From an optimization exercise on the open Yosys and OpenROAD flow, aimed at small area, a short achievable clock period and few clock cycles; shortcuts taken in it are not production practice.
In this exercise RTL edits were held to simulation tests only and were not proved equivalent to the original.
Power and IR drop assume default switching activity.

[design/flow/design.v]
`timescale 1ns / 1ps
module process (
        input                clk,
        input                rst,
        input  [23:0]        in_pix,
        output [7:0]         str_addr,
        input  [15:0]        str_data,
        output reg [5:0]     row, col,
        output reg           out_we,
        output [23:0]        out_pix,
        output reg           gray_done,
        output reg           compress_done,
        output reg           encode_done
    );
	localparam PH_GRAY = 2'd0, PH_CMP = 2'd1, PH_ENC = 2'd2, PH_DONE = 2'd3;
	localparam C_P1 = 2'd0, C_P3 = 2'd1, C_P2 = 2'd2, C_WT = 2'd3;
	localparam E_RD = 2'd0, E_AL = 2'd1, E_WR = 2'd2;
	localparam T_NONE = 2'd0, T_P1 = 2'd1, T_P2 = 2'd2, T_ER = 2'd3;
	reg [1:0]  ph;
	reg [12:0] gc;           
	reg [1:0]  cp;           
	reg [1:0]  ep;           
	reg [3:0]  k;            
	reg [8:0]  n;            
	reg [7:0]  e;            
	reg [7:0]  g_q;          
	reg [1:0]  v_tag;        
	reg [1:0]  d_tag;        
	reg [3:0]  d_k;
	reg [23:0] in_q;
	reg [11:0] S;            
	reg [11:0] D;            
	reg [4:0]  beta;
	reg [15:0] bm;           
	reg        div_go, div_rdy;
	reg [3:0]  dcnt;
	reg [7:0]  num, qh, ql, avgB;
	reg [3:0]  rh, rl;
	reg [15:0] val;
	reg [31:0] dig;          
	reg [3:0]  ccnt;
	reg [7:0]  q0, oth;
	reg        found;
	reg [3:0]  s;
	assign out_pix  = {8'd0, g_q, 8'd0};
	assign str_addr = e;
	wire [7:0] G = in_q[15:8];
	wire [7:0] cr = in_q[23:16], cg = in_q[15:8], cb = in_q[7:0];
	wire [7:0] mx1 = (cr > cg) ? cr : cg;
	wire [7:0] mn1 = (cr > cg) ? cg : cr;
	wire [7:0] mx  = (cb > mx1) ? cb : mx1;
	wire [7:0] mn  = (cb < mn1) ? cb : mn1;
	wire [8:0] mm  = mx + mn;
	wire [7:0] gray = mm[8:1];
	wire [7:0] avg  = S[11:4];
	wire [8:0] diff = {1'b0, G} - {1'b0, avg};
	wire       ge   = ~diff[8];
	wire [4:0] dl   = 5'd16 - beta;
	wire [4:0] th   = {rh, num[7]};
	wire [4:0] tl   = {rl, num[7]};
	wire       gh   = th >= beta;
	wire       gl   = tl >= dl;
	wire [4:0] th2  = th - beta;
	wire [4:0] tl2  = tl - dl;
	wire [12:0] sad = {D, 1'b0} - {9'd0, S[3:0]};
	reg [15:0] v3;
	reg [1:0]  r3;
	integer i;
	always @(*) begin
		r3 = 2'd0;
		for (i = 15; i >= 0; i = i - 1) begin
			if ({r3, val[i]} >= 3'd3) begin
				v3[i] = 1'b1;
				r3 = {r3, val[i]} - 3'd3;
			end else begin
				v3[i] = 1'b0;
				r3 = {r3[0], val[i]};
			end
		end
	end
	wire [3:0] s_eff = found ? s : (G != q0) ? 4'd15 : 4'd1;
	reg  [31:0] pd_al;
	integer j;
	always @(*) begin
		pd_al = 32'd0;
		for (j = 1; j < 16; j = j + 1)
			if (j < s_eff)
				pd_al[2*j +: 2] = dig[2*j +: 2];
			else if (j > s_eff)
				pd_al[2*j +: 2] = dig[2*j-2 +: 2];
	end
	reg [3:0] wk;
	reg       wany;
	integer m;
	always @(*) begin
		wk = 4'd0;
		wany = 1'b0;
		for (m = 15; m >= 1; m = m - 1)
			if (dig[2*m +: 2] != 2'd0) begin
				wk = m;
				wany = 1'b1;
			end
	end
	wire [1:0] wdig = dig[2*wk +: 2];
	wire [7:0] wlvl = bm[wk] ? q0 : oth;
	reg [5:0] n_row, n_col;
	reg       n_we;
	reg [1:0] n_tag;
	reg [3:0] n_k;
	reg [1:0] nb_ph, nb_cp, nb_ep;
	reg [8:0] nb_n;
	reg [7:0] nb_e, n_blk;
	reg [12:0] nb_gc;
	reg       p3go;
	always @(posedge clk) begin
		in_q  <= in_pix;
		d_tag <= v_tag;
		d_k   <= k;
		case (d_tag)
		T_P1: S <= (d_k == 4'd0 ? 12'd0 : S) + G;
		T_P2: begin
			D    <= (d_k == 4'd0 ? 12'd0 : D) + (ge ? {4'd0, diff[7:0]} : 12'd0);
			beta <= (d_k == 4'd0 ? 5'd0 : beta) + ge;
			bm   <= {bm[14:0], ge};
		end
		T_ER: begin
			bm <= {(G == q0) | (d_k == 4'd0), bm[15:1]};
			if (d_k == 4'd0) begin
				q0 <= G;
				found <= 1'b0;
			end else if (!found && G != q0) begin
				found <= 1'b1;
				s <= d_k;
				oth <= G;
			end
		end
		default: ;
		endcase
		div_go <= (d_tag == T_P2) && (d_k == 4'd15);
		if (div_go) begin
			num  <= sad[11:4];
			avgB <= avg;
			rh   <= 4'd0;
			rl   <= 4'd0;
			dcnt <= 4'd11;
		end else if (dcnt != 4'd0) begin
			num <= {num[6:0], 1'b0};
			rh  <= gh ? th2[3:0] : th[3:0];
			rl  <= gl ? tl2[3:0] : tl[3:0];
			qh  <= {qh[6:0], gh};
			ql  <= {ql[6:0], gl};
			dcnt <= dcnt - 4'd1;
			if (dcnt == 4'd1) div_rdy <= 1'b1;
		end
		if (ccnt != 4'd0) begin
			val  <= v3;
			ccnt <= ccnt - 4'd1;
		end
		gray_done     <= 1'b0;
		compress_done <= 1'b0;
		n_we  = 1'b0;
		n_tag = T_NONE;
		n_k   = 4'd0;
		nb_ph = ph;
		nb_cp = cp;
		nb_ep = ep;
		nb_n  = n;
		nb_e  = e;
		nb_gc = gc + 13'd1;
		p3go  = 1'b0;
		case (ph)
		PH_GRAY: begin
			g_q <= gray;
			if (gc == 13'd8191) begin
				gray_done <= 1'b1;
				nb_ph = PH_CMP;
				nb_cp = C_P1;
				nb_n  = 9'd0;
				n_tag = T_P1;
			end else
				n_we = nb_gc[1];
		end
		PH_CMP: begin
			case (cp)
			C_P1: if (k != 4'd15) begin
					n_tag = T_P1; n_k = k + 4'd1;
				end else if (n == 9'd0) begin
					nb_cp = C_P2; n_tag = T_P2; div_rdy <= 1'b0;
				end else if (div_rdy) begin
					nb_cp = C_P3; p3go = 1'b1;
				end else
					nb_cp = C_WT;
			C_P3: if (k != 4'd15) begin
					n_k = k + 4'd1; p3go = 1'b1;
				end else if (n != 9'd256) begin
					nb_cp = C_P2; n_tag = T_P2; div_rdy <= 1'b0;
				end else begin
					compress_done <= 1'b1;
					nb_ph = PH_ENC;
					nb_ep = E_RD;
					nb_e  = 8'd0;
					n_tag = T_ER;
				end
			C_P2: if (k != 4'd15) begin
					n_tag = T_P2; n_k = k + 4'd1;
				end else begin
					nb_n = n + 9'd1;
					if (n != 9'd255) begin
						nb_cp = C_P1; n_tag = T_P1;
					end else
						nb_cp = C_WT;
				end
			C_WT: if (div_rdy) begin
					nb_cp = C_P3; p3go = 1'b1;
				end
			endcase
			if (p3go) begin
				g_q <= bm[15] ? avgB + qh : avgB - ql;
				bm  <= {bm[14:0], 1'b0};
				n_we = 1'b1;
			end
		end
		PH_ENC: begin
			case (ep)
			E_RD: begin
				if (k == 4'd0) begin
					val  <= str_data;
					ccnt <= 4'd14;
				end
				if (ccnt != 4'd0)
					dig[29:0] <= {r3, dig[29:2]};
				if (k != 4'd15) begin
					n_tag = T_ER; n_k = k + 4'd1;
				end else
					nb_ep = E_AL;
			end
			E_AL: begin
				dig   <= pd_al;
				nb_ep = E_WR;
			end
			default: begin
				if (wany) begin
					n_k  = wk;
					n_we = 1'b1;
					g_q  <= (wdig == 2'd1) ? wlvl + 8'd1 : wlvl - 8'd1;
					dig[2*wk +: 2] <= 2'd0;
				end else if (e != 8'd255) begin
					nb_e  = e + 8'd1;
					nb_ep = E_RD;
					n_tag = T_ER;
				end else begin
					nb_ph = PH_DONE;
					encode_done <= 1'b1;
				end
			end
			endcase
		end
		default: ;
		endcase
		if (nb_ph == PH_GRAY) begin
			n_row = nb_gc[12:7];
			n_col = {nb_gc[6:2], nb_gc[0]};
		end else begin
			if (nb_ph == PH_CMP)
				n_blk = (nb_cp == C_P3 || nb_cp == C_WT) ? nb_n[7:0] - 8'd1 : nb_n[7:0];
			else
				n_blk = nb_e;
			n_row = {n_blk[7:4], n_k[3:2]};
			n_col = {n_blk[3:0], n_k[1:0]};
		end
		ph     <= nb_ph;
		cp     <= nb_cp;
		ep     <= nb_ep;
		n      <= nb_n;
		e      <= nb_e;
		gc     <= nb_gc;
		v_tag  <= n_tag;
		k      <= n_k;
		out_we <= n_we;
		row    <= n_row;
		col    <= n_col;
		if (rst) begin
			ph <= PH_GRAY;
			gc <= 13'd0;
			k  <= 4'd0;
			v_tag <= T_NONE;
			d_tag <= T_NONE;
			out_we <= 1'b0;
			row <= 6'd0;
			col <= 6'd0;
			gray_done <= 1'b0;
			compress_done <= 1'b0;
			encode_done <= 1'b0;
			ccnt <= 4'd0;
			dcnt <= 4'd0;
			e <= 8'd0;
			div_go <= 1'b0;
		end
	end
endmodule
[design/flow/run.sh]
#!/bin/bash
# synth_recipe.tcl (not shown) runs the flow's synth.tcl, then flattens the netlist and writes it again
# the make line also repeats each setting of config.mk as NAME=value (left out here)
make -C /OpenROAD-flow-scripts/flow DESIGN_CONFIG=/design/flow/config.mk WORK_HOME=/design/flow/orfs CLKGATE_MAP_FILE= SYNTH_SCRIPT=/design/flow/synth_recipe.tcl finish
[design/flow/config.mk]
export PLATFORM = sky130hd
export DESIGN_NAME = process
export DESIGN_NICKNAME = process
export VERILOG_FILES = /design/flow/design.v
export SDC_FILE = /design/flow/constraint.sdc
export NUM_CORES = 4
export LEC_CHECK = 0
export CAP_MARGIN = 20
export CORE_MARGIN = 2
export CORE_UTILIZATION = 40
export SLEW_MARGIN = 20
[design/flow/constraint.sdc]
create_clock -name core_clock -period 25.0 [get_ports {clk}]
set_input_delay 5.0000 -clock core_clock [delete_from_list [all_inputs] [get_ports {clk}]]
set_output_delay 5.0000 -clock core_clock [all_outputs]
set_load 0.01 [all_outputs]
==> results.sh <==
export IMPL_crit_arrival_ns=14.12
export IMPL_std_cell_rows=74
export IMPL_crit_path_start_kind="flip-flop"
export IMPL_synth_cells=1802
export IMPL_rsz0062_at_grt="no"
export IMPL_layout_drive_gt1_share_pct=5.84
export IMPL_remaining_drc_errors=0
export IMPL_synth_top_cell_area_share_pct=22.8
export IMPL_ctsResizeCount=0
export IMPL_grt_pass1_vias=13000
export IMPL_setup_violations=0
export IMPL_p_leak_nw=7.61
export IMPL_clk_latency_ns=0.59
export IMPL_tightestPinTransition_ns=1.05
export IMPL_regArea_um2=6430
export IMPL_clock_sinks=259
export IMPL_power_density_nw_per_um2=119
export IMPL_yosysMostFrequentCell="nor2_1"
export IMPL_p_int_w=0.00132
export IMPL_grtUsageTotal_pct=18.4
export IMPL_synth_flop_cell="dfxtp_1"
export IMPL_fin_nets=2021
export IMPL_vdd_drop_max_uv=116
export IMPL_critPathMaxFanout=9
export IMPL_r2r_cells=64
export IMPL_place_congestion=0.879
export IMPL_critPathRequiredTime_ns=25.39
export IMPL_power_clock_fraction_pct=19.7
export IMPL_whs_ns=0.376
export IMPL_stdcell_count=2415
export IMPL_clk_path_buf_depth=3
export IMPL_via_count=13300
export IMPL_yosysUniqueCellTypes=83
export IMPL_path_common_cell="ha_1"
export IMPL_synth_avg_cell_area_um2=9.08
export IMPL_wl_met3_mm=1.90
export IMPL_clk_pin_slew_worst_paths_ns=0.06
export IMPL_firstDrtPassIters=6
export IMPL_ys_seq_area_share_pct=39.3
export IMPL_fill_cells=3924
export IMPL_synth_edf_count=124
export IMPL_multiInputGateArea_um2=9100
export IMPL_slowest_delay_ns=0.58
export IMPL_wl_met2_mm=18.6
export IMPL_crit_slowest_cell="a2111oi_1"
export IMPL_drv_cap=0
export IMPL_setup_worst_path_class="reg2reg"
export IMPL_core_area_um2=40600
export IMPL_wire_per_inst_um=16.2
export IMPL_placed_cells=2359
export IMPL_wl_mm=39.1
export IMPL_cts_tree="done"
export IMPL_htreeDepth=1
export IMPL_setup_tns_ns=0
export IMPL_ys_warn_count=1
export IMPL_end_kind="flip-flop"
export IMPL_post_dp_cell_area_um2=17600
export IMPL_p_switching_w=0.000887
export IMPL_final_cell_area_um2=18600
export IMPL_drt_met1_wl_mm=18.0
export IMPL_p_sw_share_pct=40.3
export IMPL_min_path_cells=0
export IMPL_status="timing/DRC/antenna clean"
export IMPL_report_final_slew_viol_count=0
export IMPL_clock_skew_ns=0.0295
export IMPL_viasPerCell=5.49
export IMPL_ys_ff_latch=259
export IMPL_post_cts_buffers=0
export IMPL_maxSlewHeadroom_pct=29.8
export IMPL_antenna_found_initial=1
export IMPL_numCtsBuffers=30
export IMPL_hold_viol_final=0
export IMPL_die_h_um=206
export IMPL_floorplan_initialDensity_pct=40.3
export IMPL_diodes=0
export IMPL_hold_buffers=0
export IMPL_top_layer_used="met4"
export IMPL_synthArstFlopShare_pct=0
export IMPL_dp_final_hpwl_mm=28.6
export IMPL_setup_ws_ns=11.27
export IMPL_min_period_ns=13.73
export IMPL_ios=90
export IMPL_syn_to_final_growth_pct=13.6
export IMPL_die_area_um2=42500
export IMPL_synthTopCellsByCount="nor2_1 (174), inv_1 (140), dfxtp_1 (135)"
export IMPL_root_buffer="clkbuf_16"
export IMPL_grt_pass1_wl_mm=64.5
export IMPL_drtAntennaViolNets=0
export IMPL_synth_area_top_cells="edfxtp_1 (23%), dfxtp_1 (17%), ha_1 (8.6%)"
export IMPL_grt_max_degree=57
export IMPL_min_path_type="reg2reg"
export IMPL_dr_first_iter_drc_count=851
export IMPL_synth_area_um2=16400
export IMPL_pre_cts_ws_ns=11.49
export IMPL_min_period_over_period_pct=54.9
export IMPL_fmax_ghz=0.0728
export IMPL_yosys_area_top_type="edfxtp_1"
export IMPL_p_seq_share_pct=26.6
export IMPL_grt_ovfl_total=0
export IMPL_pwr_share_comb_pct=53.7
export IMPL_die_w_um=206
export IMPL_io_buffers=73
state kept, by name, summed over array words and instances (netlist names), 9 cells and up:
register and count:
val 16, D 11, S 12, gc 13, n 9, in_q 24
bm 16, dig 32
cells in the final DEF, fill, tap and decap left out, types with 20 or more instances in the layout:
cell type / n
a21o_1: 41
a21oi_1: 127
edfxtp_1: 124
nand2_1: 122
o21ai_0: 109
nand2b_1: 20
o22ai_1: 24
clkdlybuf4s50_1: 72
o21a_1: 28
nor2b_1: 36
a31oi_1: 20
a211oi_1: 20
clkbuf_16: 32
a222oi_1: 24
nor3_1: 32
xor2_1: 41
nor2_1: 173
inv_1: 140
mux2i_1: 51
nand3_1: 32
ha_1: 112
xnor2_1: 57
dfxtp_1: 134
per-layer routing:
metal,global-route usage (%),vias up
met1,24.3,6285
li1,-,6624
met4,4.39,0
met3,2.49,54
met2,31.9,302
met5,0,-
power by group through the flow:
stage / clock network (W) / logic (W) / registers [W]
2_1_floorplan: 0 / 0.000957 / 0.000576
3_3_place_gp: 0 / 0.00112 / 0.000592
3_5_place_dp: 0 / 0.00117 / 0.000594
4_1_cts: 0.000444 / 0.00118 / 0.000586
5_1_grt: 0.000458 / 0.00133 / 0.000598
6_report: 0.000433 / 0.00118 / 0.000587
stage by stage:
stage          power [W]  util, %
2_1_floorplan    0.00153        -
3_3_place_gp     0.00171     43.4
3_5_place_dp     0.00176     43.4
4_1_cts          0.00221     45.8
5_1_grt          0.00238     45.8
6_report         0.00220     45.8
area by class of cell:
cell class / instances / share of cell area (%)
clock buffer: 47 / 4.78
inverter: 143 / 2.89
tap: 532 / 3.58
clock inverter: 9 / 0.458
sequential: 259 / 34.6
timing repair buffer: 92 / 4.67
multi-input combinational: 1333 / 49.0
worst max-delay path: cells and delay by family (launching register included):
kind            cells  cell delay, ns
xor+xnor            1            0.15
mux                 3            0.48
flops               1            0.33
fa+ha+maj          14            3.81
compound gates     22            4.48
buf+inv             2            0.13
simple gates       22            4.17
logic make-up after synthesis:
kind of cell | Yosys count | synth area share, %
other | 1 | 0.0229
and+or+nand+nor | 537 | 16.2
DFF | 259 | 39.3
muxes | 65 | 4.15
xor gates and xnor gates | 98 | 5.25
adders and majority gates | 120 | 9.55
buffers and inverters | 225 | 5.53
AOI/OAI and AO/OA | 497 | 20.1
path summary, 6_finish.rpt:
check                             start      end  slack [ns]
worst max-delay path            val[14]  dig[29]       11.27
worst min-delay path               k[0]   d_k[0]        0.38
worst max register to register  val[14]  dig[29]       11.27
worst min register to register     k[0]   d_k[0]        0.38
Testbench counts, summed over its fixed seeds: cycles 428,710.

afterwards: timing with drivers on the ports:
Ports are ideal in the flow. The routed layout listed here was re-timed in OpenROAD.
Step 1: set_driving_cell puts a clkbuf_16 on clk and a buf_2 on each other input, an assumption about the parent block.
Step 2 moves the port delays by t, midway between the first and last clock arrival at a register: inputs arrive t later, outputs are due t later. That takes back most of the time a late clock gives input paths.
a / b / c = ideal ports / drivers / drivers and shift; a / b = the first two.
t (ns): 0.626
setup WS [ns]: 11.270 / 11.270 / 11.270
clock arrival spread, ns: 0.031 / 0.030
slew at the worst register clock pin (ns): 0.06 / 0.06
worst slew at a driven data input, ns: 0.05
After both steps setup and hold are still met in this run. For this run, drivers alone change the setup slack by 0.000 ns; drivers and shift together by 0.000 ns.
